Context: an optimization exercise on an open-source flow, tuned for small area, a short achievable clock period and few clock cycles. The choices shown serve that exercise and are no tape-out recipe. In this exercise RTL edits were held to simulation tests only and were not proved equivalent to the original. Power figures rest on the tool's default switching activity, not on a simulated workload.

--- flow/design.v ---
package mp_types;
  typedef enum logic [1:0] {
    PREC_INT8  = 2'b00,
    PREC_FP16  = 2'b01,
    PREC_FP32  = 2'b10
  } prec_e;
  localparam int W_INT8 = 8;
  localparam int W_FP16 = 16;  
  localparam int W_FP32 = 32;  
  localparam int W_ACC_INT8 = 32;  
endpackage
module mul11_csa (
  input  logic [10:0] a,
  input  logic [10:0] b,
  output logic [21:0] s,
  output logic [21:0] c
);
  logic pp_0_0;
  logic pp_0_1;
  logic pp_0_2;
  logic pp_0_3;
  logic pp_0_4;
  logic pp_0_5;
  logic pp_0_6;
  logic pp_0_7;
  logic pp_0_8;
  logic pp_0_9;
  logic pp_0_10;
  logic pp_1_0;
  logic pp_1_1;
  logic pp_1_2;
  logic pp_1_3;
  logic pp_1_4;
  logic pp_1_5;
  logic pp_1_6;
  logic pp_1_7;
  logic pp_1_8;
  logic pp_1_9;
  logic pp_1_10;
  logic pp_2_0;
  logic pp_2_1;
  logic pp_2_2;
  logic pp_2_3;
  logic pp_2_4;
  logic pp_2_5;
  logic pp_2_6;
  logic pp_2_7;
  logic pp_2_8;
  logic pp_2_9;
  logic pp_2_10;
  logic pp_3_0;
  logic pp_3_1;
  logic pp_3_2;
  logic pp_3_3;
  logic pp_3_4;
  logic pp_3_5;
  logic pp_3_6;
  logic pp_3_7;
  logic pp_3_8;
  logic pp_3_9;
  logic pp_3_10;
  logic pp_4_0;
  logic pp_4_1;
  logic pp_4_2;
  logic pp_4_3;
  logic pp_4_4;
  logic pp_4_5;
  logic pp_4_6;
  logic pp_4_7;
  logic pp_4_8;
  logic pp_4_9;
  logic pp_4_10;
  logic pp_5_0;
  logic pp_5_1;
  logic pp_5_2;
  logic pp_5_3;
  logic pp_5_4;
  logic pp_5_5;
  logic pp_5_6;
  logic pp_5_7;
  logic pp_5_8;
  logic pp_5_9;
  logic pp_5_10;
  logic pp_6_0;
  logic pp_6_1;
  logic pp_6_2;
  logic pp_6_3;
  logic pp_6_4;
  logic pp_6_5;
  logic pp_6_6;
  logic pp_6_7;
  logic pp_6_8;
  logic pp_6_9;
  logic pp_6_10;
  logic pp_7_0;
  logic pp_7_1;
  logic pp_7_2;
  logic pp_7_3;
  logic pp_7_4;
  logic pp_7_5;
  logic pp_7_6;
  logic pp_7_7;
  logic pp_7_8;
  logic pp_7_9;
  logic pp_7_10;
  logic pp_8_0;
  logic pp_8_1;
  logic pp_8_2;
  logic pp_8_3;
  logic pp_8_4;
  logic pp_8_5;
  logic pp_8_6;
  logic pp_8_7;
  logic pp_8_8;
  logic pp_8_9;
  logic pp_8_10;
  logic pp_9_0;
  logic pp_9_1;
  logic pp_9_2;
  logic pp_9_3;
  logic pp_9_4;
  logic pp_9_5;
  logic pp_9_6;
  logic pp_9_7;
  logic pp_9_8;
  logic pp_9_9;
  logic pp_9_10;
  logic pp_10_0;
  logic pp_10_1;
  logic pp_10_2;
  logic pp_10_3;
  logic pp_10_4;
  logic pp_10_5;
  logic pp_10_6;
  logic pp_10_7;
  logic pp_10_8;
  logic pp_10_9;
  logic pp_10_10;
  logic hs0;
  logic hc0;
  logic fs1;
  logic fc1;
  logic hs2;
  logic hc2;
  logic fs3;
  logic fc3;
  logic hs4;
  logic hc4;
  logic fs5;
  logic fc5;
  logic hs6;
  logic hc6;
  logic fs7;
  logic fc7;
  logic hs8;
  logic hc8;
  logic fs9;
  logic fc9;
  logic fs10;
  logic fc10;
  logic hs11;
  logic hc11;
  logic fs12;
  logic fc12;
  logic fs13;
  logic fc13;
  logic fs14;
  logic fc14;
  logic fs15;
  logic fc15;
  logic fs16;
  logic fc16;
  logic fs17;
  logic fc17;
  logic fs18;
  logic fc18;
  logic fs19;
  logic fc19;
  logic fs20;
  logic fc20;
  logic fs21;
  logic fc21;
  logic fs22;
  logic fc22;
  logic fs23;
  logic fc23;
  logic fs24;
  logic fc24;
  logic fs25;
  logic fc25;
  logic fs26;
  logic fc26;
  logic fs27;
  logic fc27;
  logic fs28;
  logic fc28;
  logic fs29;
  logic fc29;
  logic hs30;
  logic hc30;
  logic fs31;
  logic fc31;
  logic hs32;
  logic hc32;
  logic fs33;
  logic fc33;
  logic fs34;
  logic fc34;
  logic fs35;
  logic fc35;
  logic fs36;
  logic fc36;
  logic fs37;
  logic fc37;
  logic fs38;
  logic fc38;
  logic fs39;
  logic fc39;
  logic fs40;
  logic fc40;
  logic fs41;
  logic fc41;
  logic fs42;
  logic fc42;
  logic fs43;
  logic fc43;
  logic fs44;
  logic fc44;
  logic fs45;
  logic fc45;
  logic fs46;
  logic fc46;
  logic fs47;
  logic fc47;
  logic fs48;
  logic fc48;
  logic fs49;
  logic fc49;
  logic fs50;
  logic fc50;
  logic fs51;
  logic fc51;
  logic fs52;
  logic fc52;
  logic fs53;
  logic fc53;
  logic fs54;
  logic fc54;
  logic fs55;
  logic fc55;
  logic hs56;
  logic hc56;
  logic fs57;
  logic fc57;
  logic fs58;
  logic fc58;
  logic fs59;
  logic fc59;
  logic fs60;
  logic fc60;
  logic fs61;
  logic fc61;
  logic fs62;
  logic fc62;
  logic fs63;
  logic fc63;
  logic fs64;
  logic fc64;
  logic fs65;
  logic fc65;
  logic fs66;
  logic fc66;
  logic fs67;
  logic fc67;
  logic fs68;
  logic fc68;
  logic fs69;
  logic fc69;
  logic fs70;
  logic fc70;
  logic fs71;
  logic fc71;
  logic hs72;
  logic hc72;
  logic fs73;
  logic fc73;
  logic fs74;
  logic fc74;
  logic fs75;
  logic fc75;
  logic fs76;
  logic fc76;
  logic fs77;
  logic fc77;
  logic fs78;
  logic fc78;
  logic fs79;
  logic fc79;
  logic fs80;
  logic fc80;
  logic fs81;
  logic fc81;
  logic fs82;
  logic fc82;
  logic fs83;
  logic fc83;
  logic fs84;
  logic fc84;
  logic fs85;
  logic fc85;
  logic fs86;
  logic fc86;
  logic fs87;
  logic fc87;
  logic fs88;
  logic fc88;
  logic fs89;
  logic fc89;
  assign pp_0_0 = a[0] & b[0];
  assign pp_0_1 = a[0] & b[1];
  assign pp_0_2 = a[0] & b[2];
  assign pp_0_3 = a[0] & b[3];
  assign pp_0_4 = a[0] & b[4];
  assign pp_0_5 = a[0] & b[5];
  assign pp_0_6 = a[0] & b[6];
  assign pp_0_7 = a[0] & b[7];
  assign pp_0_8 = a[0] & b[8];
  assign pp_0_9 = a[0] & b[9];
  assign pp_0_10 = a[0] & b[10];
  assign pp_1_0 = a[1] & b[0];
  assign pp_1_1 = a[1] & b[1];
  assign pp_1_2 = a[1] & b[2];
  assign pp_1_3 = a[1] & b[3];
  assign pp_1_4 = a[1] & b[4];
  assign pp_1_5 = a[1] & b[5];
  assign pp_1_6 = a[1] & b[6];
  assign pp_1_7 = a[1] & b[7];
  assign pp_1_8 = a[1] & b[8];
  assign pp_1_9 = a[1] & b[9];
  assign pp_1_10 = a[1] & b[10];
  assign pp_2_0 = a[2] & b[0];
  assign pp_2_1 = a[2] & b[1];
  assign pp_2_2 = a[2] & b[2];
  assign pp_2_3 = a[2] & b[3];
  assign pp_2_4 = a[2] & b[4];
  assign pp_2_5 = a[2] & b[5];
  assign pp_2_6 = a[2] & b[6];
  assign pp_2_7 = a[2] & b[7];
  assign pp_2_8 = a[2] & b[8];
  assign pp_2_9 = a[2] & b[9];
  assign pp_2_10 = a[2] & b[10];
  assign pp_3_0 = a[3] & b[0];
  assign pp_3_1 = a[3] & b[1];
  assign pp_3_2 = a[3] & b[2];
  assign pp_3_3 = a[3] & b[3];
  assign pp_3_4 = a[3] & b[4];
  assign pp_3_5 = a[3] & b[5];
  assign pp_3_6 = a[3] & b[6];
  assign pp_3_7 = a[3] & b[7];
  assign pp_3_8 = a[3] & b[8];
  assign pp_3_9 = a[3] & b[9];
  assign pp_3_10 = a[3] & b[10];
  assign pp_4_0 = a[4] & b[0];
  assign pp_4_1 = a[4] & b[1];
  assign pp_4_2 = a[4] & b[2];
  assign pp_4_3 = a[4] & b[3];
  assign pp_4_4 = a[4] & b[4];
  assign pp_4_5 = a[4] & b[5];
  assign pp_4_6 = a[4] & b[6];
  assign pp_4_7 = a[4] & b[7];
  assign pp_4_8 = a[4] & b[8];
  assign pp_4_9 = a[4] & b[9];
  assign pp_4_10 = a[4] & b[10];
  assign pp_5_0 = a[5] & b[0];
  assign pp_5_1 = a[5] & b[1];
  assign pp_5_2 = a[5] & b[2];
  assign pp_5_3 = a[5] & b[3];
  assign pp_5_4 = a[5] & b[4];
  assign pp_5_5 = a[5] & b[5];
  assign pp_5_6 = a[5] & b[6];
  assign pp_5_7 = a[5] & b[7];
  assign pp_5_8 = a[5] & b[8];
  assign pp_5_9 = a[5] & b[9];
  assign pp_5_10 = a[5] & b[10];
  assign pp_6_0 = a[6] & b[0];
  assign pp_6_1 = a[6] & b[1];
  assign pp_6_2 = a[6] & b[2];
  assign pp_6_3 = a[6] & b[3];
  assign pp_6_4 = a[6] & b[4];
  assign pp_6_5 = a[6] & b[5];
  assign pp_6_6 = a[6] & b[6];
  assign pp_6_7 = a[6] & b[7];
  assign pp_6_8 = a[6] & b[8];
  assign pp_6_9 = a[6] & b[9];
  assign pp_6_10 = a[6] & b[10];
  assign pp_7_0 = a[7] & b[0];
  assign pp_7_1 = a[7] & b[1];
  assign pp_7_2 = a[7] & b[2];
  assign pp_7_3 = a[7] & b[3];
  assign pp_7_4 = a[7] & b[4];
  assign pp_7_5 = a[7] & b[5];
  assign pp_7_6 = a[7] & b[6];
  assign pp_7_7 = a[7] & b[7];
  assign pp_7_8 = a[7] & b[8];
  assign pp_7_9 = a[7] & b[9];
  assign pp_7_10 = a[7] & b[10];
  assign pp_8_0 = a[8] & b[0];
  assign pp_8_1 = a[8] & b[1];
  assign pp_8_2 = a[8] & b[2];
  assign pp_8_3 = a[8] & b[3];
  assign pp_8_4 = a[8] & b[4];
  assign pp_8_5 = a[8] & b[5];
  assign pp_8_6 = a[8] & b[6];
  assign pp_8_7 = a[8] & b[7];
  assign pp_8_8 = a[8] & b[8];
  assign pp_8_9 = a[8] & b[9];
  assign pp_8_10 = a[8] & b[10];
  assign pp_9_0 = a[9] & b[0];
  assign pp_9_1 = a[9] & b[1];
  assign pp_9_2 = a[9] & b[2];
  assign pp_9_3 = a[9] & b[3];
  assign pp_9_4 = a[9] & b[4];
  assign pp_9_5 = a[9] & b[5];
  assign pp_9_6 = a[9] & b[6];
  assign pp_9_7 = a[9] & b[7];
  assign pp_9_8 = a[9] & b[8];
  assign pp_9_9 = a[9] & b[9];
  assign pp_9_10 = a[9] & b[10];
  assign pp_10_0 = a[10] & b[0];
  assign pp_10_1 = a[10] & b[1];
  assign pp_10_2 = a[10] & b[2];
  assign pp_10_3 = a[10] & b[3];
  assign pp_10_4 = a[10] & b[4];
  assign pp_10_5 = a[10] & b[5];
  assign pp_10_6 = a[10] & b[6];
  assign pp_10_7 = a[10] & b[7];
  assign pp_10_8 = a[10] & b[8];
  assign pp_10_9 = a[10] & b[9];
  assign pp_10_10 = a[10] & b[10];
  assign hs0 = pp_0_9 ^ pp_1_8;
  assign hc0 = pp_0_9 & pp_1_8;
  assign fs1 = pp_0_10 ^ pp_1_9 ^ pp_2_8;
  assign fc1 = (pp_0_10 & pp_1_9) | (pp_0_10 & pp_2_8) | (pp_1_9 & pp_2_8);
  assign hs2 = pp_3_7 ^ pp_4_6;
  assign hc2 = pp_3_7 & pp_4_6;
  assign fs3 = pp_1_10 ^ pp_2_9 ^ pp_3_8;
  assign fc3 = (pp_1_10 & pp_2_9) | (pp_1_10 & pp_3_8) | (pp_2_9 & pp_3_8);
  assign hs4 = pp_4_7 ^ pp_5_6;
  assign hc4 = pp_4_7 & pp_5_6;
  assign fs5 = pp_2_10 ^ pp_3_9 ^ pp_4_8;
  assign fc5 = (pp_2_10 & pp_3_9) | (pp_2_10 & pp_4_8) | (pp_3_9 & pp_4_8);
  assign hs6 = pp_0_6 ^ pp_1_5;
  assign hc6 = pp_0_6 & pp_1_5;
  assign fs7 = pp_0_7 ^ pp_1_6 ^ pp_2_5;
  assign fc7 = (pp_0_7 & pp_1_6) | (pp_0_7 & pp_2_5) | (pp_1_6 & pp_2_5);
  assign hs8 = pp_3_4 ^ pp_4_3;
  assign hc8 = pp_3_4 & pp_4_3;
  assign fs9 = pp_0_8 ^ pp_1_7 ^ pp_2_6;
  assign fc9 = (pp_0_8 & pp_1_7) | (pp_0_8 & pp_2_6) | (pp_1_7 & pp_2_6);
  assign fs10 = pp_3_5 ^ pp_4_4 ^ pp_5_3;
  assign fc10 = (pp_3_5 & pp_4_4) | (pp_3_5 & pp_5_3) | (pp_4_4 & pp_5_3);
  assign hs11 = pp_6_2 ^ pp_7_1;
  assign hc11 = pp_6_2 & pp_7_1;
  assign fs12 = pp_2_7 ^ pp_3_6 ^ pp_4_5;
  assign fc12 = (pp_2_7 & pp_3_6) | (pp_2_7 & pp_4_5) | (pp_3_6 & pp_4_5);
  assign fs13 = pp_5_4 ^ pp_6_3 ^ pp_7_2;
  assign fc13 = (pp_5_4 & pp_6_3) | (pp_5_4 & pp_7_2) | (pp_6_3 & pp_7_2);
  assign fs14 = pp_8_1 ^ pp_9_0 ^ hs0;
  assign fc14 = (pp_8_1 & pp_9_0) | (pp_8_1 & hs0) | (pp_9_0 & hs0);
  assign fs15 = pp_5_5 ^ pp_6_4 ^ pp_7_3;
  assign fc15 = (pp_5_5 & pp_6_4) | (pp_5_5 & pp_7_3) | (pp_6_4 & pp_7_3);
  assign fs16 = pp_8_2 ^ pp_9_1 ^ pp_10_0;
  assign fc16 = (pp_8_2 & pp_9_1) | (pp_8_2 & pp_10_0) | (pp_9_1 & pp_10_0);
  assign fs17 = hc0 ^ fs1 ^ hs2;
  assign fc17 = (hc0 & fs1) | (hc0 & hs2) | (fs1 & hs2);
  assign fs18 = pp_6_5 ^ pp_7_4 ^ pp_8_3;
  assign fc18 = (pp_6_5 & pp_7_4) | (pp_6_5 & pp_8_3) | (pp_7_4 & pp_8_3);
  assign fs19 = pp_9_2 ^ pp_10_1 ^ fc1;
  assign fc19 = (pp_9_2 & pp_10_1) | (pp_9_2 & fc1) | (pp_10_1 & fc1);
  assign fs20 = hc2 ^ fs3 ^ hs4;
  assign fc20 = (hc2 & fs3) | (hc2 & hs4) | (fs3 & hs4);
  assign fs21 = pp_5_7 ^ pp_6_6 ^ pp_7_5;
  assign fc21 = (pp_5_7 & pp_6_6) | (pp_5_7 & pp_7_5) | (pp_6_6 & pp_7_5);
  assign fs22 = pp_8_4 ^ pp_9_3 ^ pp_10_2;
  assign fc22 = (pp_8_4 & pp_9_3) | (pp_8_4 & pp_10_2) | (pp_9_3 & pp_10_2);
  assign fs23 = fc3 ^ hc4 ^ fs5;
  assign fc23 = (fc3 & hc4) | (fc3 & fs5) | (hc4 & fs5);
  assign fs24 = pp_3_10 ^ pp_4_9 ^ pp_5_8;
  assign fc24 = (pp_3_10 & pp_4_9) | (pp_3_10 & pp_5_8) | (pp_4_9 & pp_5_8);
  assign fs25 = pp_6_7 ^ pp_7_6 ^ pp_8_5;
  assign fc25 = (pp_6_7 & pp_7_6) | (pp_6_7 & pp_8_5) | (pp_7_6 & pp_8_5);
  assign fs26 = pp_9_4 ^ pp_10_3 ^ fc5;
  assign fc26 = (pp_9_4 & pp_10_3) | (pp_9_4 & fc5) | (pp_10_3 & fc5);
  assign fs27 = pp_4_10 ^ pp_5_9 ^ pp_6_8;
  assign fc27 = (pp_4_10 & pp_5_9) | (pp_4_10 & pp_6_8) | (pp_5_9 & pp_6_8);
  assign fs28 = pp_7_7 ^ pp_8_6 ^ pp_9_5;
  assign fc28 = (pp_7_7 & pp_8_6) | (pp_7_7 & pp_9_5) | (pp_8_6 & pp_9_5);
  assign fs29 = pp_5_10 ^ pp_6_9 ^ pp_7_8;
  assign fc29 = (pp_5_10 & pp_6_9) | (pp_5_10 & pp_7_8) | (pp_6_9 & pp_7_8);
  assign hs30 = pp_0_4 ^ pp_1_3;
  assign hc30 = pp_0_4 & pp_1_3;
  assign fs31 = pp_0_5 ^ pp_1_4 ^ pp_2_3;
  assign fc31 = (pp_0_5 & pp_1_4) | (pp_0_5 & pp_2_3) | (pp_1_4 & pp_2_3);
  assign hs32 = pp_3_2 ^ pp_4_1;
  assign hc32 = pp_3_2 & pp_4_1;
  assign fs33 = pp_2_4 ^ pp_3_3 ^ pp_4_2;
  assign fc33 = (pp_2_4 & pp_3_3) | (pp_2_4 & pp_4_2) | (pp_3_3 & pp_4_2);
  assign fs34 = pp_5_1 ^ pp_6_0 ^ hs6;
  assign fc34 = (pp_5_1 & pp_6_0) | (pp_5_1 & hs6) | (pp_6_0 & hs6);
  assign fs35 = pp_5_2 ^ pp_6_1 ^ pp_7_0;
  assign fc35 = (pp_5_2 & pp_6_1) | (pp_5_2 & pp_7_0) | (pp_6_1 & pp_7_0);
  assign fs36 = hc6 ^ fs7 ^ hs8;
  assign fc36 = (hc6 & fs7) | (hc6 & hs8) | (fs7 & hs8);
  assign fs37 = pp_8_0 ^ fc7 ^ hc8;
  assign fc37 = (pp_8_0 & fc7) | (pp_8_0 & hc8) | (fc7 & hc8);
  assign fs38 = fs9 ^ fs10 ^ hs11;
  assign fc38 = (fs9 & fs10) | (fs9 & hs11) | (fs10 & hs11);
  assign fs39 = fc9 ^ fc10 ^ hc11;
  assign fc39 = (fc9 & fc10) | (fc9 & hc11) | (fc10 & hc11);
  assign fs40 = fs12 ^ fs13 ^ fs14;
  assign fc40 = (fs12 & fs13) | (fs12 & fs14) | (fs13 & fs14);
  assign fs41 = fc12 ^ fc13 ^ fs15;
  assign fc41 = (fc12 & fc13) | (fc12 & fs15) | (fc13 & fs15);
  assign fs42 = fs16 ^ fc14 ^ fs17;
  assign fc42 = (fs16 & fc14) | (fs16 & fs17) | (fc14 & fs17);
  assign fs43 = fc15 ^ fc16 ^ fs18;
  assign fc43 = (fc15 & fc16) | (fc15 & fs18) | (fc16 & fs18);
  assign fs44 = fc17 ^ fs19 ^ fs20;
  assign fc44 = (fc17 & fs19) | (fc17 & fs20) | (fs19 & fs20);
  assign fs45 = fc18 ^ fs21 ^ fs22;
  assign fc45 = (fc18 & fs21) | (fc18 & fs22) | (fs21 & fs22);
  assign fs46 = fc19 ^ fc20 ^ fs23;
  assign fc46 = (fc19 & fc20) | (fc19 & fs23) | (fc20 & fs23);
  assign fs47 = fc21 ^ fc22 ^ fs24;
  assign fc47 = (fc21 & fc22) | (fc21 & fs24) | (fc22 & fs24);
  assign fs48 = fs25 ^ fc23 ^ fs26;
  assign fc48 = (fs25 & fc23) | (fs25 & fs26) | (fc23 & fs26);
  assign fs49 = pp_10_4 ^ fc24 ^ fc25;
  assign fc49 = (pp_10_4 & fc24) | (pp_10_4 & fc25) | (fc24 & fc25);
  assign fs50 = fs27 ^ fs28 ^ fc26;
  assign fc50 = (fs27 & fs28) | (fs27 & fc26) | (fs28 & fc26);
  assign fs51 = pp_8_7 ^ pp_9_6 ^ pp_10_5;
  assign fc51 = (pp_8_7 & pp_9_6) | (pp_8_7 & pp_10_5) | (pp_9_6 & pp_10_5);
  assign fs52 = fc27 ^ fc28 ^ fs29;
  assign fc52 = (fc27 & fc28) | (fc27 & fs29) | (fc28 & fs29);
  assign fs53 = pp_6_10 ^ pp_7_9 ^ pp_8_8;
  assign fc53 = (pp_6_10 & pp_7_9) | (pp_6_10 & pp_8_8) | (pp_7_9 & pp_8_8);
  assign fs54 = pp_9_7 ^ pp_10_6 ^ fc29;
  assign fc54 = (pp_9_7 & pp_10_6) | (pp_9_7 & fc29) | (pp_10_6 & fc29);
  assign fs55 = pp_7_10 ^ pp_8_9 ^ pp_9_8;
  assign fc55 = (pp_7_10 & pp_8_9) | (pp_7_10 & pp_9_8) | (pp_8_9 & pp_9_8);
  assign hs56 = pp_0_3 ^ pp_1_2;
  assign hc56 = pp_0_3 & pp_1_2;
  assign fs57 = pp_2_2 ^ pp_3_1 ^ pp_4_0;
  assign fc57 = (pp_2_2 & pp_3_1) | (pp_2_2 & pp_4_0) | (pp_3_1 & pp_4_0);
  assign fs58 = pp_5_0 ^ hc30 ^ fs31;
  assign fc58 = (pp_5_0 & hc30) | (pp_5_0 & fs31) | (hc30 & fs31);
  assign fs59 = fc31 ^ hc32 ^ fs33;
  assign fc59 = (fc31 & hc32) | (fc31 & fs33) | (hc32 & fs33);
  assign fs60 = fc33 ^ fs35 ^ fc34;
  assign fc60 = (fc33 & fs35) | (fc33 & fc34) | (fs35 & fc34);
  assign fs61 = fc35 ^ fc36 ^ fs37;
  assign fc61 = (fc35 & fc36) | (fc35 & fs37) | (fc36 & fs37);
  assign fs62 = fc37 ^ fc38 ^ fs39;
  assign fc62 = (fc37 & fc38) | (fc37 & fs39) | (fc38 & fs39);
  assign fs63 = fc39 ^ fs41 ^ fc40;
  assign fc63 = (fc39 & fs41) | (fc39 & fc40) | (fs41 & fc40);
  assign fs64 = fc41 ^ fs43 ^ fc42;
  assign fc64 = (fc41 & fs43) | (fc41 & fc42) | (fs43 & fc42);
  assign fs65 = fc43 ^ fs45 ^ fc44;
  assign fc65 = (fc43 & fs45) | (fc43 & fc44) | (fs45 & fc44);
  assign fs66 = fc45 ^ fs47 ^ fc46;
  assign fc66 = (fc45 & fs47) | (fc45 & fc46) | (fs47 & fc46);
  assign fs67 = fc47 ^ fs49 ^ fc48;
  assign fc67 = (fc47 & fs49) | (fc47 & fc48) | (fs49 & fc48);
  assign fs68 = fs51 ^ fc49 ^ fs52;
  assign fc68 = (fs51 & fc49) | (fs51 & fs52) | (fc49 & fs52);
  assign fs69 = fc51 ^ fs53 ^ fc52;
  assign fc69 = (fc51 & fs53) | (fc51 & fc52) | (fs53 & fc52);
  assign fs70 = pp_10_7 ^ fc53 ^ fs55;
  assign fc70 = (pp_10_7 & fc53) | (pp_10_7 & fs55) | (fc53 & fs55);
  assign fs71 = pp_8_10 ^ pp_9_9 ^ pp_10_8;
  assign fc71 = (pp_8_10 & pp_9_9) | (pp_8_10 & pp_10_8) | (pp_9_9 & pp_10_8);
  assign hs72 = pp_0_2 ^ pp_1_1;
  assign hc72 = pp_0_2 & pp_1_1;
  assign fs73 = pp_2_1 ^ pp_3_0 ^ hs56;
  assign fc73 = (pp_2_1 & pp_3_0) | (pp_2_1 & hs56) | (pp_3_0 & hs56);
  assign fs74 = hc56 ^ fs57 ^ hs30;
  assign fc74 = (hc56 & fs57) | (hc56 & hs30) | (fs57 & hs30);
  assign fs75 = fc57 ^ hs32 ^ fs58;
  assign fc75 = (fc57 & hs32) | (fc57 & fs58) | (hs32 & fs58);
  assign fs76 = fc58 ^ fs59 ^ fs34;
  assign fc76 = (fc58 & fs59) | (fc58 & fs34) | (fs59 & fs34);
  assign fs77 = fc59 ^ fs36 ^ fs60;
  assign fc77 = (fc59 & fs36) | (fc59 & fs60) | (fs36 & fs60);
  assign fs78 = fs38 ^ fc60 ^ fs61;
  assign fc78 = (fs38 & fc60) | (fs38 & fs61) | (fc60 & fs61);
  assign fs79 = fc61 ^ fs62 ^ fs40;
  assign fc79 = (fc61 & fs62) | (fc61 & fs40) | (fs62 & fs40);
  assign fs80 = fc62 ^ fs42 ^ fs63;
  assign fc80 = (fc62 & fs42) | (fc62 & fs63) | (fs42 & fs63);
  assign fs81 = fs44 ^ fc63 ^ fs64;
  assign fc81 = (fs44 & fc63) | (fs44 & fs64) | (fc63 & fs64);
  assign fs82 = fs46 ^ fc64 ^ fs65;
  assign fc82 = (fs46 & fc64) | (fs46 & fs65) | (fc64 & fs65);
  assign fs83 = fs48 ^ fc65 ^ fs66;
  assign fc83 = (fs48 & fc65) | (fs48 & fs66) | (fc65 & fs66);
  assign fs84 = fs50 ^ fc66 ^ fs67;
  assign fc84 = (fs50 & fc66) | (fs50 & fs67) | (fc66 & fs67);
  assign fs85 = fs68 ^ fc50 ^ fc67;
  assign fc85 = (fs68 & fc50) | (fs68 & fc67) | (fc50 & fc67);
  assign fs86 = fs54 ^ fc68 ^ fs69;
  assign fc86 = (fs54 & fc68) | (fs54 & fs69) | (fc68 & fs69);
  assign fs87 = fs70 ^ fc54 ^ fc69;
  assign fc87 = (fs70 & fc54) | (fs70 & fc69) | (fc54 & fc69);
  assign fs88 = fs71 ^ fc55 ^ fc70;
  assign fc88 = (fs71 & fc55) | (fs71 & fc70) | (fc55 & fc70);
  assign fs89 = pp_9_10 ^ pp_10_9 ^ fc71;
  assign fc89 = (pp_9_10 & pp_10_9) | (pp_9_10 & fc71) | (pp_10_9 & fc71);
  assign s[0] = pp_0_0;
  assign c[0] = 1'b0;
  assign s[1] = pp_0_1;
  assign c[1] = pp_1_0;
  assign s[2] = hs72;
  assign c[2] = pp_2_0;
  assign s[3] = hc72;
  assign c[3] = fs73;
  assign s[4] = fc73;
  assign c[4] = fs74;
  assign s[5] = fc74;
  assign c[5] = fs75;
  assign s[6] = fc75;
  assign c[6] = fs76;
  assign s[7] = fc76;
  assign c[7] = fs77;
  assign s[8] = fc77;
  assign c[8] = fs78;
  assign s[9] = fc78;
  assign c[9] = fs79;
  assign s[10] = fc79;
  assign c[10] = fs80;
  assign s[11] = fc80;
  assign c[11] = fs81;
  assign s[12] = fc81;
  assign c[12] = fs82;
  assign s[13] = fc82;
  assign c[13] = fs83;
  assign s[14] = fc83;
  assign c[14] = fs84;
  assign s[15] = fc84;
  assign c[15] = fs85;
  assign s[16] = fc85;
  assign c[16] = fs86;
  assign s[17] = fc86;
  assign c[17] = fs87;
  assign s[18] = fc87;
  assign c[18] = fs88;
  assign s[19] = fc88;
  assign c[19] = fs89;
  assign s[20] = fc89;
  assign c[20] = pp_10_10;
  assign s[21] = 1'b0;
  assign c[21] = 1'b0;
endmodule
module pfx_add #(parameter int W = 8) (
  input  logic [W-1:0] a,
  input  logic [W-1:0] b,
  input  logic         cin,
  output logic [W-1:0] s,
  output logic         cout
);
  localparam int L = $clog2(W);
  logic [(L+1)*W-1:0] g, p;
  logic [W-1:0] p0;
  assign p0 = a ^ b;
  assign g[W-1:0] = (a & b) | {{(W-1){1'b0}}, p0[0] & cin};
  assign p[W-1:0] = p0;
  genvar l, i;
  generate
    for (l = 0; l < L; l++) begin : lv
      for (i = 0; i < W; i++) begin : bt
        if ((i >> l) & 1) begin : cmb
          assign g[(l+1)*W+i] = g[l*W+i] | (p[l*W+i] & g[l*W+((i>>l)<<l)-1]);
          assign p[(l+1)*W+i] = p[l*W+i] & p[l*W+((i>>l)<<l)-1];
        end else begin : pass
          assign g[(l+1)*W+i] = g[l*W+i];
          assign p[(l+1)*W+i] = p[l*W+i];
        end
      end
    end
  endgenerate
  assign s    = p0 ^ {g[L*W +: W-1], cin};
  assign cout = g[L*W+W-1];
endmodule
module pfx_inc #(parameter int W = 8) (
  input  logic [W-1:0] x,
  output logic [W:0]   s
);
  logic [W:0] c;    
  assign c[0] = 1'b1;
  genvar i;
  generate
    for (i = 1; i <= W; i++) begin : cy
      assign c[i] = &x[i-1:0];
    end
  endgenerate
  assign s = {1'b0, x} ^ c;
endmodule
module fp16_mul_a (
  input  logic [15:0] a,
  input  logic [15:0] b,
  output logic [23:0] r
);
  logic        a_max, b_max, a_zero, b_zero, a_nan, b_nan, nan, inf, zero;
  logic [21:0] ts, tc, p;
  logic [5:0]  e0;
  mul11_csa u_tree (.a({1'b1, a[9:0]}), .b({1'b1, b[9:0]}), .s(ts), .c(tc));
  pfx_add #(.W(22)) u_cpa (.a(ts), .b(tc), .cin(1'b0), .s(p), .cout());
  always_comb begin
    a_max  = &a[14:10];
    b_max  = &b[14:10];
    a_zero = ~|a[14:10];
    b_zero = ~|b[14:10];
    a_nan  = a_max & (|a[9:0]);
    b_nan  = b_max & (|b[9:0]);
    nan    = a_nan | b_nan | (a_max & b_zero) | (a_zero & b_max);
    inf    = ~nan & (a_max | b_max);
    zero   = ~nan & ~inf & (a_zero | b_zero);
    e0     = {1'b0, a[14:10]} + {1'b0, b[14:10]};
    r      = {nan, inf, zero, a[15] ^ b[15], e0, |p[8:0], p[21:9]};
  end
endmodule
module fp16_mul_b (
  input  logic [23:0] r,
  output logic [15:0] y
);
  logic        nan, inf, zero, s, st_lo;
  logic [5:0]  e0;
  logic [21:9] p;
  logic        hi, st_hi, inc;
  logic [9:0]  frac;
  logic [6:0]  ef0;
  logic [15:0] pk_r;
  assign {nan, inf, zero, s, e0, st_lo, p} = r;
  assign hi   = p[21];
  assign frac = hi ? p[20:11] : p[19:10];
  assign ef0  = {1'b0, e0} - 7'd15 + {6'd0, hi};
  pfx_inc #(.W(15)) u_inc (.x({ef0[4:0], frac}), .s(pk_r));
  always_comb begin
    st_hi = st_lo | p[9];
    inc   = hi ? p[10] & (st_hi | p[11]) : p[9] & (st_lo | p[10]);
    if (nan)
      y = 16'h7e00;
    else if (inf)
      y = {s, 5'h1f, 10'h0};
    else if (zero || ef0[6] || ef0 == 7'd0)
      y = {s, 15'h0};
    else if (ef0 >= 7'd31)
      y = {s, 5'h1f, 10'h0};
    else
      y = {s, inc ? pk_r[14:0] : {ef0[4:0], frac}};
  end
endmodule
module fp16_mul (
  input  logic [15:0] a,
  input  logic [15:0] b,
  output logic [15:0] y
);
  logic [23:0] r;
  fp16_mul_a u_a (.a(a), .b(b), .r(r));
  fp16_mul_b u_b (.r(r), .y(y));
endmodule
module fp16_add_align (
  input  logic [15:0] a,
  input  logic [15:0] b,
  output logic [23:0] r
);
  logic        ge, swap, sx, sy, sub;
  logic [4:0]  ex, ey, d, d_ab, d_ba;
  logic        a_zero, b_zero;
  logic        a_nan, b_nan, a_inf, b_inf, nan, inf, zs;
  logic [13:0] ma, mb, mx, my, my_sh, lost;
  logic        sticky;
  logic [14:0] sum;
  pfx_add #(.W(15)) u_cmp (.a(a[14:0]), .b(~b[14:0]), .cin(1'b1), .s(), .cout(ge));
  pfx_add #(.W(15)) u_add (.a({1'b0, mx}), .b({1'b0, my_sh} ^ {15{sub}}), .cin(sub), .s(sum), .cout());
  always_comb begin
    a_zero = ~|a[14:10];
    b_zero = ~|b[14:10];
    a_nan  = (&a[14:10]) & (|a[9:0]);
    b_nan  = (&b[14:10]) & (|b[9:0]);
    a_inf  = (&a[14:10]) & ~(|a[9:0]);
    b_inf  = (&b[14:10]) & ~(|b[9:0]);
    nan    = a_nan | b_nan | (a_inf & b_inf & (a[15] ^ b[15]));
    inf    = a_inf | b_inf;
    zs     = a_zero & b_zero & a[15] & b[15];
    ma   = a_zero ? 14'h0 : {1'b1, a[9:0], 3'b000};
    mb   = b_zero ? 14'h0 : {1'b1, b[9:0], 3'b000};
    d_ab = a[14:10] - b[14:10];
    d_ba = b[14:10] - a[14:10];
    swap = ~ge;
    sub  = a[15] ^ b[15];
    if (swap) begin
      sx = b[15]; ex = b[14:10]; mx = mb; my = ma; d = d_ba;
    end else begin
      sx = a[15]; ex = a[14:10]; mx = ma; my = mb; d = d_ab;
    end
    lost = my & ~(14'h3fff << d);
    if (d >= 5'd14) begin
      my_sh  = 14'h0;
      sticky = |my;
    end else begin
      my_sh  = my >> d;
      sticky = |lost;
    end
    my_sh[0] = my_sh[0] | sticky;
    r = {nan, inf, zs, sx, ex, sum};
  end
endmodule
module fp16_add_norm (
  input  logic [23:0] r,
  output logic [15:0] y
);
  logic        nan, inf, zs, sx;
  logic [4:0]  ex;
  logic [14:0] sum;
  logic [13:0] n;
  logic [3:0]  lz;
  logic        g, st, inc, uf;
  logic [5:0]  e;
  logic [15:0] pk_r;
  pfx_inc #(.W(15)) u_inc (.x({e[4:0], n[12:3]}), .s(pk_r));
  always_comb begin
    {nan, inf, zs, sx, ex, sum} = r;
    n = sum[13:0];
    lz[3] = ~|n[13:6]; if (lz[3]) n = {n[5:0], 8'h00};
    lz[2] = ~|n[13:10]; if (lz[2]) n = {n[9:0], 4'h0};
    lz[1] = ~|n[13:12]; if (lz[1]) n = {n[11:0], 2'b00};
    lz[0] = ~n[13];     if (lz[0]) n = {n[12:0], 1'b0};
    if (sum[14]) begin
      n  = {sum[14:2], sum[1] | sum[0]};
      e  = {1'b0, ex} + 6'd1;
      uf = 1'b0;
    end else begin
      e  = {1'b0, ex} - {2'b00, lz};
      uf = {1'b0, lz} >= ex;
    end
    g   = n[2];
    st  = n[1] | n[0];
    inc = g & (st | n[3]);
    if (nan)
      y = 16'h7e00;
    else if (inf)
      y = {sx, 5'h1f, 10'h0};
    else if (sum == 15'h0)
      y = {zs, 15'h0};
    else if (uf)
      y = {sx, 15'h0};
    else if (e >= 6'd31)
      y = {sx, 5'h1f, 10'h0};
    else
      y = {sx, inc ? pk_r[14:0] : {e[4:0], n[12:3]}};
  end
endmodule
module gemm_controller (
  input  logic        clk,
  input  logic        rstn,
  input  logic        start,
  input  logic [15:0] M, K, Ncols,
  output logic        done,
  output logic [13:0] addr_A,
  input  logic [31:0] data_A,
  output logic [13:0] addr_B,
  input  logic [31:0] data_B,
  output logic [13:0] addr_C,
  output logic [31:0] data_C,
  output logic        we_C
);
  logic [13:0] n_q;                 
  logic [13:0] k_q;
  logic        busy, ph, gnew;
  logic        adv1;                
  logic [1:0]  bub;                 
  logic [13:0] kl;                  
  logic [13:0] alt_A, alt_B;        
  logic [13:0] col, rb0;            
  logic        rstep;               
  logic [13:0] rows_left;           
  logic        more;                
  logic        b_c1v, b_r1v, b_re, b_fin;    
  logic        col_end1, col_end2, c1v, lastcol, r1v, lastrow;
  logic        k_is1, kl_is2, go, issue, s0, s1, s0_new, stop, load0, load1, klast, f0_kl1;
  logic [13:0] col_p1, rb1;
  logic        f0_k0, f0_kl;
  logic [5:1]  k0_p;                
  logic        adr_ph, d_ph;        
  logic [5:0]  la;                  
  logic [3:0]  slot0, slot1;        
  logic        wp, rp;              
  logic        q1, q2, q3;          
  logic        w_c1v, w_r1v, w_re, w_fin;
  logic [13:0] wbase;               
  logic [3:0]  w_rd;                
  logic [13:0] wsum, wnext;
  logic        rst_q;               
  logic [15:0] a0_r, a1_r, b_r, b1_r;
  logic [23:0] pm0, pm0_c, pm1, pm1_c, mid0, mid0_c, mid1, mid1_c;
  logic [15:0] prod0, prod0_c, prod1, prod1_c, prod1d, acc0, acc1, y0, y1, acc0_in, acc1_in, dc;
  assign col_p1   = col + 14'd1;
  assign col_end1 = col_p1 == n_q;                     
  assign col_end2 = (col_p1 + 14'd1) == n_q;           
  assign c1v      = !col_end1;
  assign lastcol  = col_end1 || col_end2;
  assign r1v      = rows_left != 14'd1;
  assign lastrow  = (rows_left == 14'd1) || (rows_left == 14'd2);
  assign rb1      = rb0 + k_q;
  assign k_is1    = (k_q == 14'd1);
  assign kl_is2   = (kl == 14'd2);
  assign go     = !busy && start && rstn;    
  assign issue  = busy && (bub == 2'd0);
  assign s0     = issue && !ph;
  assign s1     = issue && ph;
  assign s0_new = s0 && gnew;
  assign stop   = s0_new && !more;
  assign load0  = s0_new && more;
  assign load1  = s1 && f0_k0;
  assign klast  = gnew ? k_is1 : kl_is2;      
  assign f0_kl1 = adv1 ? k_is1 : f0_kl;       
  always_ff @(posedge clk) begin
    if (!rstn) busy <= 1'b0;
    else if (go) busy <= 1'b1;
    else if (stop) busy <= 1'b0;
  end
  always_ff @(posedge clk) begin
    n_q <= Ncols[13:0];
    k_q <= K[13:0];
    adv1 <= go;
    if (!busy) begin
      rows_left <= M[13:0];
      ph <= 1'b0; gnew <= 1'b1; more <= 1'b1; bub <= 2'd0;
      col <= '0; rb0 <= '0; rstep <= 1'b0;
      if (go) begin
        ph <= 1'b1; gnew <= 1'b0;
        f0_k0 <= 1'b1;
      end
    end else begin
      rstep <= 1'b0;
      if (rstep) rb0 <= rb1;
      if (bub != 2'd0) bub <= bub - 2'd1;
      if (issue) ph <= ~ph;
      if (s0) begin
        f0_k0 <= gnew;
        f0_kl <= klast;
        kl    <= gnew ? k_q : kl - 14'd1;
      end
      if (adv1)
        kl <= k_q;
      if (load0) begin
        gnew <= 1'b0;
      end else if (s1 && f0_kl1) begin
        gnew <= 1'b1;
        if (k_is1) bub <= 2'd2;
      end
      if (load0 || adv1) begin
        b_c1v <= c1v; b_r1v <= r1v; b_re <= lastcol; b_fin <= lastcol && lastrow;
      end
      if (load1) begin
        if (lastcol) begin
          col <= '0;
          rb0 <= rb1; rstep <= 1'b1;
          rows_left <= rows_left - 14'd2;
          if (lastrow) more <= 1'b0;
        end else
          col <= col + 14'd2;
      end
    end
    if (!busy) begin
      addr_A <= '0; addr_B <= '0;
    end else if (load0) begin
      addr_A <= rb0; addr_B <= col;
    end else if (load1) begin
      addr_A <= rb1; addr_B <= col_p1;
    end else begin
      addr_A <= alt_A + 14'd1; addr_B <= alt_B + n_q;
    end
    alt_A <= addr_A;
    alt_B <= addr_B;
  end
  always_ff @(posedge clk) begin
    adr_ph <= issue && ph;
    d_ph   <= adr_ph;
    k0_p <= {k0_p[4:1], f0_k0};
  end
  always_ff @(posedge clk) begin
    if (!rstn) begin
      la <= '0; wp <= 1'b0; rp <= 1'b0;
      q1 <= 1'b0; q2 <= 1'b0; q3 <= 1'b0;
      we_C <= 1'b0; done <= 1'b0;
    end else begin
      la <= {la[4:1], la[0] || (adv1 && k_is1), s0 && !stop && klast};
      if ((s0 && !stop && klast) || (adv1 && k_is1)) wp <= ~wp;
      if (la[5]) rp <= ~rp;
      q1 <= la[5]; q2 <= q1; q3 <= q2;
      we_C <= la[5] | (q1 & w_c1v) | (q2 & w_r1v) | (q3 & w_r1v & w_c1v);
      done <= (la[5] & w_rd[0] & ~w_rd[3] & ~w_rd[2]) |
              (q1 & w_fin & w_c1v & ~w_r1v) |
              (q2 & w_fin & w_r1v & ~w_c1v) |
              (q3 & w_fin & w_r1v & w_c1v);
    end
  end
  assign w_rd = rp ? slot1 : slot0;
  always_ff @(posedge clk) begin
    if ((s0 && !stop && klast) || (adv1 && k_is1)) begin
      if (wp) slot1 <= (gnew || adv1) ? {c1v, r1v, lastcol, lastcol && lastrow} : {b_c1v, b_r1v, b_re, b_fin};
      else    slot0 <= (gnew || adv1) ? {c1v, r1v, lastcol, lastcol && lastrow} : {b_c1v, b_r1v, b_re, b_fin};
    end
  end
  assign wsum  = wbase + ((q2 || q3) ? n_q : 14'd0) + {13'd0, q1 || q3};
  assign wnext = wbase + (w_re ? {n_q[13:1], 1'b0} : 14'd0) + 14'd2;
  always_ff @(posedge clk) begin
    if (la[5]) begin
      {w_c1v, w_r1v, w_re, w_fin} <= w_rd;
    end
    rst_q <= !rstn;
    if (rst_q || (q3 && w_fin))
      wbase <= '0;
    else if (q3)
      wbase <= wnext;
    addr_C <= wsum;
  end
  always_ff @(posedge clk) begin
    if (!d_ph) a0_r <= data_A[15:0];
    else       a1_r <= data_A[15:0];
    b_r  <= data_B[15:0];
    b1_r <= b_r;
  end
  fp16_mul_a u_m0a (.a(a0_r), .b(b_r),  .r(pm0_c));
  fp16_mul_b u_m0b (.r(pm0), .y(prod0_c));
  fp16_mul_a u_m1a (.a(a1_r), .b(b1_r), .r(pm1_c));
  fp16_mul_b u_m1b (.r(pm1), .y(prod1_c));
  assign acc0_in = {y0[15] & ~k0_p[3], y0[14:10] & {5{~k0_p[3]}}, y0[9:0]};
  assign acc1_in = {y1[15] & ~k0_p[5], y1[14:10] & {5{~k0_p[5]}}, y1[9:0]};
  fp16_add_align u_al0 (.a(acc0), .b(prod0),  .r(mid0_c));
  fp16_add_norm  u_nr0 (.r(mid0), .y(y0));
  fp16_add_align u_al1 (.a(acc1), .b(prod1d), .r(mid1_c));
  fp16_add_norm  u_nr1 (.r(mid1), .y(y1));
  always_ff @(posedge clk) begin
    pm0    <= pm0_c;
    pm1    <= pm1_c;
    prod0  <= prod0_c;
    prod1  <= prod1_c;
    prod1d <= prod1;
    mid0   <= mid0_c;
    mid1   <= mid1_c;
    acc0   <= acc0_in;
    acc1   <= acc1_in;
    dc     <= (q2 || q3) ? y1 : y0;
  end
  assign data_C = {16'h0000, dc};
endmodule
--- flow/flow/run.sh ---
#!/bin/bash
# The standard layout, with the port buffers made of sky130_fd_sc_hd__buf_2
# (ORFS's buffer_ports otherwise picks clkdlybuf4s50_1, a slow delay cell).
set -euo pipefail
export BUFFER_PORTS_ARGS="-buffer_cell sky130_fd_sc_hd__buf_2"
bash standard.sh > standard.log 2>&1
--- flow/standard.sh ---
#!/bin/bash
# synth_recipe.tcl (not shown) runs the flow's synth.tcl, then flattens the netlist and writes it again
# the make line also repeats each setting of config.mk as NAME=value (left out here)
make -C /OpenROAD-flow-scripts/flow DESIGN_CONFIG=/design/flow/config.mk WORK_HOME=/design/flow/orfs CLKGATE_MAP_FILE= SYNTH_SCRIPT=/design/flow/synth_recipe.tcl "${@:-finish}"
--- flow/config.mk ---
export PLATFORM = sky130hd
export DESIGN_NAME = gemm_controller
export DESIGN_NICKNAME = gemm_controller
export VERILOG_FILES = /design/flow/design.v
export SDC_FILE = /design/flow/constraint.sdc
export NUM_CORES = 4
export LEC_CHECK = 0
export CAP_MARGIN = 20
export CORE_MARGIN = 2
export CORE_UTILIZATION = 40
export CTS_CLUSTER_DIAMETER = 100
export CTS_CLUSTER_SIZE = 30
export PLACE_DENSITY = 0.6
export SLEW_MARGIN = 20
--- flow/constraint.sdc ---
create_clock -name core_clock -period 30.0 [get_ports {clk}]
set_input_delay 6.0000 -clock core_clock [delete_from_list [all_inputs] [get_ports {clk}]]
set_output_delay 6.0000 -clock core_clock [all_outputs]
set_load 0.01 [all_outputs]
==> results.ini, run 1 <==
[flow_run]
maxCapViolations = 0

[floorplanning]
rows = 105
fp.dieW_um = 290
start_util = 0.402
dieArea_um2 = 84300
fp.dieH_um = 290
coreArea_um2 = 81600
ioPinCount = 191

[cts]
cts_buffers = 25
cts_tree = yes
clockRootBuffer = clkbuf_16
clk_latency_ps = 580
clock-sinks = 469
htreeDepth = 1
cts_hold_buf = 0
clkTransAtPathRegs_ps = 110
postCtsSetupBuffers = 0
post_cts_resized = 0
cts_buffer_depth = 3

[power]
ir_drop_uv = 58.1
power_leakage_nw = 15.3
powerDensity_nw_per_um2 = 104

[sta]
hold_viol = 0
setup_ws_ps = 22870
final.setup.tns_ps = 0
max_freq_mhz = 140
finalCritPeriodShare = 0.238
tightest_slew_ps = 1040
fin_skew_ps = 20.8
rsz0062_at_grt = false
min_period_ps = 7130
drv_slew = 0
relSlewSlack = 0.308
setup_viol = 0

[critical_path]
cp_slowest_cell = dfxtp_1
crit_type = flop to output pin
endpoint = addr_B[9]
crit_path_max_incr_delay_ps = 390
path_depth = 1
critPathTopFamily = flip-flops
rr_endpoint = mid0[9]$_DFF_P_
ff2ff_setup_slack_ps = 23610
path_buf_inv = 1
endpoint_kind = output pin
reg2reg_from = prod0[10]$_SDFF_PP1_
path_max_fanout = 2
crit_chain = buf_2
rr_worst_depth = 23
critPathRequiredTime_ps = 24000
worstSetupStartpoint = addr_B[9]$_SDFF_PN0_
cp.arrival_ps = 1130
start_kind = flop

[global_route]
antenna_found_initial = 2
grt_usage = 0.182
gr-total-overflow = 0
grt_pass1_wl_um = 128000
grt_max_degree = 44
grt_pass1_vias = 24353

[outcome]
status = timing/DRC/antenna clean

[layout]
area_growth_pct = 7.31
diodes = 0
final_layout_size_suffix_gt1_frac = 0.0810
final_nets = 4228

[yosys]
synth_top_area_cell = dfxtp_1
synth_edf_count = 80
yosysWarnings = 5
yosys_most_used_dff = dfxtp_1
synth_cells = 3676
synth_area_leaders = dfxtp_1 (24%), fa_1 (11%), ha_1 (8.9%)
ys_ff_latch = 469
synth.avg_cell_area_um2 = 8.92
async_reset_ff_frac = 0
netlist_area_um2 = 32800
yosysSeqAreaShare = 0.311
netlist.area_leader.share = 0.237
ys_types = 102

[routing]
wl_per_cell_um = 16.2
viasPerCell = 5.27
first_pass_iters = 5
routed_wirelength_um = 77600
routed-via-count = 25221
ant_nets = 0
dr.first_iter.drc_count = 1836
drc = 0

[placed_design]
dpl_worst_slack_ps = 23030
hpwl_um = 60200
portBuffers = 136
gp_congestion = 0.911

[worst_hold_path]
hold_class = flop to flop
worstHoldStart = prod1[10]$_SDFF_PP1_

state kept, by name, indices dropped and copies added, names as in the netlist, 14 cells and up:
name       cells
a0_r          16
a1_r          16
acc0          16
acc1          16
addr_A        14
addr_B        14
addr_C        14
alt_A         14
alt_B         14
b1_r          16
b_r           16
dc            16
k_q           14
kl            14
mid0          24
mid1          24
n_q           14
pm0           24
pm1           24
prod0         16
prod1         16
prod1d        16
rb0           14
rows_left     14
cell type report:
class / count / area (µm²)
timing repair buffer: 153 / 808
inverter: 326 / 1220
clock inverter: 14 / 223
clock buffer: 31 / 692
sequential: 469 / 10200
multi-input combinational: 2722 / 20700
tap: 1070 / 1340
fill: 7997 / 46400
routing by layer:
metal | vias to the layer above | global-route usage | share of wire
met2 | 586 | 0.292 | 0.44
met3 | 108 | 0.0157 | 0.044
li1 | 12532 | - | -
met5 | - | 0 | 0
met1 | 11995 | 0.262 | 0.48
met4 | 0 | 0.0537 | 0.028
worst min-delay path by stage:
stage | endpoint | cells past startpoint
finish | prod1d[10]$_DFF_P_ | 0
global route | prod1d[7]$_DFF_P_ | 0
CTS | prod1d[7]$_DFF_P_ | 0
detailed placement | prod1d[12]$_DFF_P_ | 0
global placement | prod1d[14]$_DFF_P_ | 0
floorplan | d_ph$_DFF_P_ | 0
worst reg2reg max path: cells and delay by family (launching register included):
kind / cells / cell delay, ps
buffers and inverters: 1 / 80
adder cells (fa/ha/maj): 4 / 1540
XOR/XNOR: 1 / 140
multiplexers: 1 / 160
AND/OR/NAND/NOR: 8 / 1560
flip-flops: 1 / 400
AO/OA/AOI/OAI: 8 / 2410
cell usage in the layout (no fill, tap or decap), types with 30 or more instances in the layout:
cell	count
nand2_1	351
a21o_1	52
o211ai_1	36
nand3_1	97
nor3_1	60
fa_1	184
buf_2	136
edfxtp_1	80
xor2_1	70
and2_1	173
inv_1	322
a21oi_1	191
nor2b_1	41
ha_1	232
a31oi_1	32
a211oi_1	34
nor2_1	309
xnor2_1	162
mux2_2	35
and3_1	30
mux2i_1	72
nor4_1	32
dfxtp_1	389
o21ai_0	142
logic make-up after synthesis:
group	synth area share
adder cells (fa/ha/maj)	0.201
multiplexers	0.0391
XOR/XNOR	0.0630
other	0.000114
AO/OA/AOI/OAI	0.139
flip-flops	0.311
buffers and inverters	0.0602
AND/OR/NAND/NOR	0.187
through the flow:
step	hold slack (ps)	cells	utilization	power (mW)	cell area, µm²
after floorplan	310	3691	-	2.70	32900
after global placement	310	4740	0.420	3.23	34300
after detailed placement	312	4740	0.420	3.24	34300
after CTS	334	4785	0.431	3.67	35200
after global routing	341	4785	0.431	4.02	35200
final	329	4785	0.431	3.67	35200
synthesized netlist by cell type, types with 17 or more instances:
| master | number |
|---|---|
| o21ai_0 | 143 |
| edfxtp_1 | 80 |
| mux2i_1 | 72 |
| and3_1 | 30 |
| nor2b_1 | 41 |
| or2_2 | 17 |
| buf_4 | 17 |
| a31oi_1 | 32 |
| dfxtp_1 | 389 |
| a211oi_1 | 34 |
| a21oi_1 | 191 |
| nor4_1 | 32 |
| o211ai_1 | 36 |
| clkbuf_1 | 126 |
| o21bai_1 | 19 |
| nand3_1 | 97 |
| nand2_1 | 351 |
| and2_1 | 173 |
| buf_2 | 22 |
| a21o_1 | 52 |
| xnor2_1 | 162 |
| nor2_1 | 311 |
| nor3_1 | 60 |
| or4_1 | 22 |
| nand2b_1 | 24 |
| mux2_2 | 35 |
| o21a_1 | 23 |
| fa_1 | 184 |
| inv_1 | 322 |
| xor2_1 | 72 |
| nand4_1 | 19 |
| or3_1 | 17 |
| ha_1 | 232 |
report_power, final:
group	total (mW)	internal, mW	leakage, nW	switching [mW]
sequential	0.979	0.799	3.99	0.180
clock	0.415	0.180	0.435	0.235
combinational	2.27	0.928	10.9	1.35
total	3.67	1.91	15.3	1.76
Testbench counts, summed over its fixed seeds: cycles 38,269.
==> run 2: changes to the inputs <==
--- a/flow/config.mk
+++ b/flow/config.mk
@@ -8,7 +8,7 @@
 export CAP_MARGIN = 20
 export CORE_MARGIN = 2
 export CORE_UTILIZATION = 40
-export CTS_CLUSTER_DIAMETER = 100
-export CTS_CLUSTER_SIZE = 30
+export CTS_CLUSTER_DIAMETER = 150
+export CTS_CLUSTER_SIZE = 24
 export PLACE_DENSITY = 0.6
 export SLEW_MARGIN = 20
==> results.ini, run 2 <==
[routing]
dr.first_iter.drc_count = 1821  ; -0.82%
first_pass_iters = 5  ; unchanged
routed-via-count = 25142  ; -0.31%
wl_per_cell_um = 16.2  ; about the same
drc = 0  ; unchanged
routed_wirelength_um = 77500  ; -0.18%
ant_nets = 0  ; unchanged
viasPerCell = 5.26  ; -0.19%

[yosys]
ys_ff_latch = 469  ; unchanged
yosys_most_used_dff = dfxtp_1
synth_top_area_cell = dfxtp_1
synth_commonest_cells = dfxtp_1 (389), nand2_1 (351), inv_1 (322), nor2_1 (311), ha_1 (232)
netlist_area_um2 = 32800  ; unchanged
synth_area_leaders = dfxtp_1 (24%), fa_1 (11%), ha_1 (8.9%)
synth.avg_cell_area_um2 = 8.92  ; unchanged
async_reset_ff_frac = 0  ; unchanged
yosys.cell_count.top_type = dfxtp_1
synth_edf_count = 80  ; unchanged
ys_types = 102  ; unchanged
yosysWarnings = 5  ; unchanged
netlist.area_leader.share = 0.237  ; unchanged
yosysSeqAreaShare = 0.311  ; unchanged
synth_cells = 3676  ; unchanged

[layout]
final_cell_mix = dfxtp_1 (389), nand2_1 (351), inv_1 (322)
final_layout_size_suffix_gt1_frac = 0.0776  ; -0.00337
fill_cells = 8023  ; +0.33%
diodes = 0  ; unchanged
area_growth_pct = 6.71
final_common_cell = dfxtp_1
final_nets = 4227  ; -0.024%

[sta]
rsz0062_at_grt = false
hold_viol = 0  ; unchanged
setup_viol = 0  ; unchanged
min_period_ps = 7110  ; -15.4 ps
fin_skew_ps = 23.2  ; +2.38 ps
finalCritPeriodShare = 0.237  ; -0.000513
drv_slew = 0  ; unchanged
max_freq_mhz = 141  ; +0.22%
final.setup.tns_ps = 0  ; unchanged
tightest_slew_ps = 1030  ; -3.92 ps
relSlewSlack = 0.311  ; +0.00262

[power]
powerDensity_nw_per_um2 = 103  ; -0.83%
ir_drop_uv = 57.9  ; -0.42%
power_mw = 3.62  ; -1.4%
power_leakage_nw = 15.2  ; -0.59%

[global_route]
grt_max_degree = 44  ; unchanged
grt_usage = 0.182  ; -0.000692
antenna_found_initial = 1  ; -1
gr-total-overflow = 0  ; unchanged
grt_pass1_vias = 24310  ; -0.18%
grt_pass1_wl_um = 127000  ; -0.37%

[floorplanning]
dieArea_um2 = 84300  ; unchanged
fp.dieW_um = 290  ; unchanged
start_util = 0.402  ; unchanged
coreArea_um2 = 81600  ; unchanged
rows = 105  ; unchanged
ioPinCount = 191  ; unchanged
fp.dieH_um = 290  ; unchanged

[cts]
clock-sinks = 469  ; unchanged
cts_buffers = 24  ; -4.0%
postCtsSetupBuffers = 0  ; unchanged
clockRootBuffer = clkbuf_16
cts_tree = yes
clk_latency_ps = 580  ; about the same
cts_buffer_depth = 3  ; unchanged
cts_hold_buf = 0  ; unchanged
post_cts_resized = 0  ; unchanged
clkTransAtPathRegs_ps = 90  ; -20 ps
htreeDepth = 1  ; unchanged

[critical_path]
rr_worst_depth = 23  ; unchanged
worstSetupStartpoint = addr_B[9]$_SDFF_PN0_
cp.arrival_ps = 1110  ; -20 ps
crit_chain = buf_2
crit_path_max_incr_delay_ps = 380  ; about the same
path_depth = 1  ; unchanged
start_kind = flop
crit_type = flop to output pin
ff2ff_setup_slack_ps = 23600  ; about the same
critPathRequiredTime_ps = 24000  ; about the same
cp_slowest_cell = dfxtp_1
critPathTopFamily = flip-flops
reg2reg_from = prod0[10]$_SDFF_PP1_
rr_endpoint = mid0[9]$_DFF_P_
path_max_fanout = 2  ; unchanged
path_buf_inv = 1  ; unchanged
endpoint = addr_B[9]
endpoint_kind = output pin

[flow_run]
maxCapViolations = 0  ; unchanged

[outcome]
status = timing/DRC/antenna clean

[placed_design]
gp_congestion = 0.911  ; unchanged
hpwl_um = 60200  ; unchanged
portBuffers = 136  ; unchanged

[worst_hold_path]
hold_class = flop to flop

[run 2: how the worst min path moves through the flow]
stage	from	slack (ps)	cells past startpoint	to
floorplan	adr_ph$_DFF_P_	310	0	d_ph$_DFF_P_
global placement	prod1[14]$_SDFF_PP1_	310	0	prod1d[14]$_DFF_P_
detailed placement	prod1[12]$_SDFF_PP1_	310	0	prod1d[12]$_DFF_P_
CTS	prod1[12]$_SDFF_PP1_	330	0	prod1d[12]$_DFF_P_
global route	prod1[2]$_SDFF_PP0_	340	0	prod1d[2]$_DFF_P_
finish	prod1[3]$_SDFF_PP0_	330	0	prod1d[3]$_DFF_P_
[run 2: kinds of logic (layout without fill, tap and decap cells)]
family / Yosys count / after routing / share of synthesized area
compound gates: 694 / 694 / 0.139
xor+xnor: 235 / 235 / 0.0630
fa+ha+maj: 416 / 416 / 0.201
buf+inv: 500 / 518 / 0.0602
flops: 469 / 469 / 0.311
mux: 115 / 115 / 0.0391
other cells: 1 / 16 / 0.000114
simple gates: 1246 / 1246 / 0.187
[run 2: per-layer routing]
| metal | GRT usage | wire length [µm] | vias up |
|---|---|---|---|
| li1 | - | - | 12526 |
| met2 | 0.290 | 34300 | 562 |
| met5 | 0 | 0 | - |
| met4 | 0.0530 | 2140 | 0 |
| met3 | 0.0169 | 3520 | 106 |
| met1 | 0.261 | 37500 | 11948 |
[run 2: layout make-up]
| class | count | area (µm²) | share of cell area |
|---|---|---|---|
| repair buffers | 153 | 808 | 0.0231 |
| flip-flops and latches | 469 | 10200 | 0.291 |
| clock inverters | 3 | 41.3 | 0.00118 |
| inverters | 326 | 1220 | 0.0350 |
| clock buffers | 36 | 677 | 0.0193 |
| multi-input cells | 2722 | 20700 | 0.592 |
| well taps | 1070 | 1340 | 0.0383 |
[run 2: power breakdown]
group	internal, mW	leakage (nW)	switching [mW]
Clock	0.159	0.345	0.206
Combinational	0.928	10.9	1.35
Sequential	0.799	3.99	0.178
Total	1.89	15.2	1.73
[run 2: metrics by stage]
step / hold slack [ps] / util / cell area (µm²) / setup WS (ps) / cells
floorplan: 310 / - / 32900 / 23430 / 3691
global placement: 310 / 0.420 / 34300 / 23040 / 4740
detailed placement: 312 / 0.420 / 34300 / 23030 / 4740
CTS: 335 / 0.429 / 35000 / 22850 / 4779
global route: 338 / 0.429 / 35000 / 22830 / 4779
finish: 333 / 0.429 / 35000 / 22890 / 4779

## what the ideal ports hide
No port has a modelled driver above. Below, the same layouts with a new extraction and two added sets of constraints.
Step 1 (the two cells are an assumption about what drives the block):
set clk [get_ports {clk}]
set_driving_cell -lib_cell sky130_fd_sc_hd__clkbuf_16 $clk
set_driving_cell -lib_cell sky130_fd_sc_hd__buf_2 [delete_from_list [all_inputs] $clk]
Step 2 times the ports against the registers' clock, not the clock port: input delays grow and output delays shrink by t, the midpoint of the rising clock arrivals with the driver on.
Slacks: ideal ports / drivers / drivers and shift; pairs: ideal ports / drivers.
| run | t, ns | slack for setup (ns) | worst setup path after step 2 | worst slew at a driven data input, ns | pins driven straight from the clock port |
|---|---|---|---|---|---|
| run 1 | 0.645 | 22.870 / 22.802 / 23.022 | input to register | 0.06 | 1 |
| run 2 | 0.639 | 22.886 / 22.818 / 23.014 | input to register | 0.06 | 1 |
After both steps every run listed still meets setup and hold.
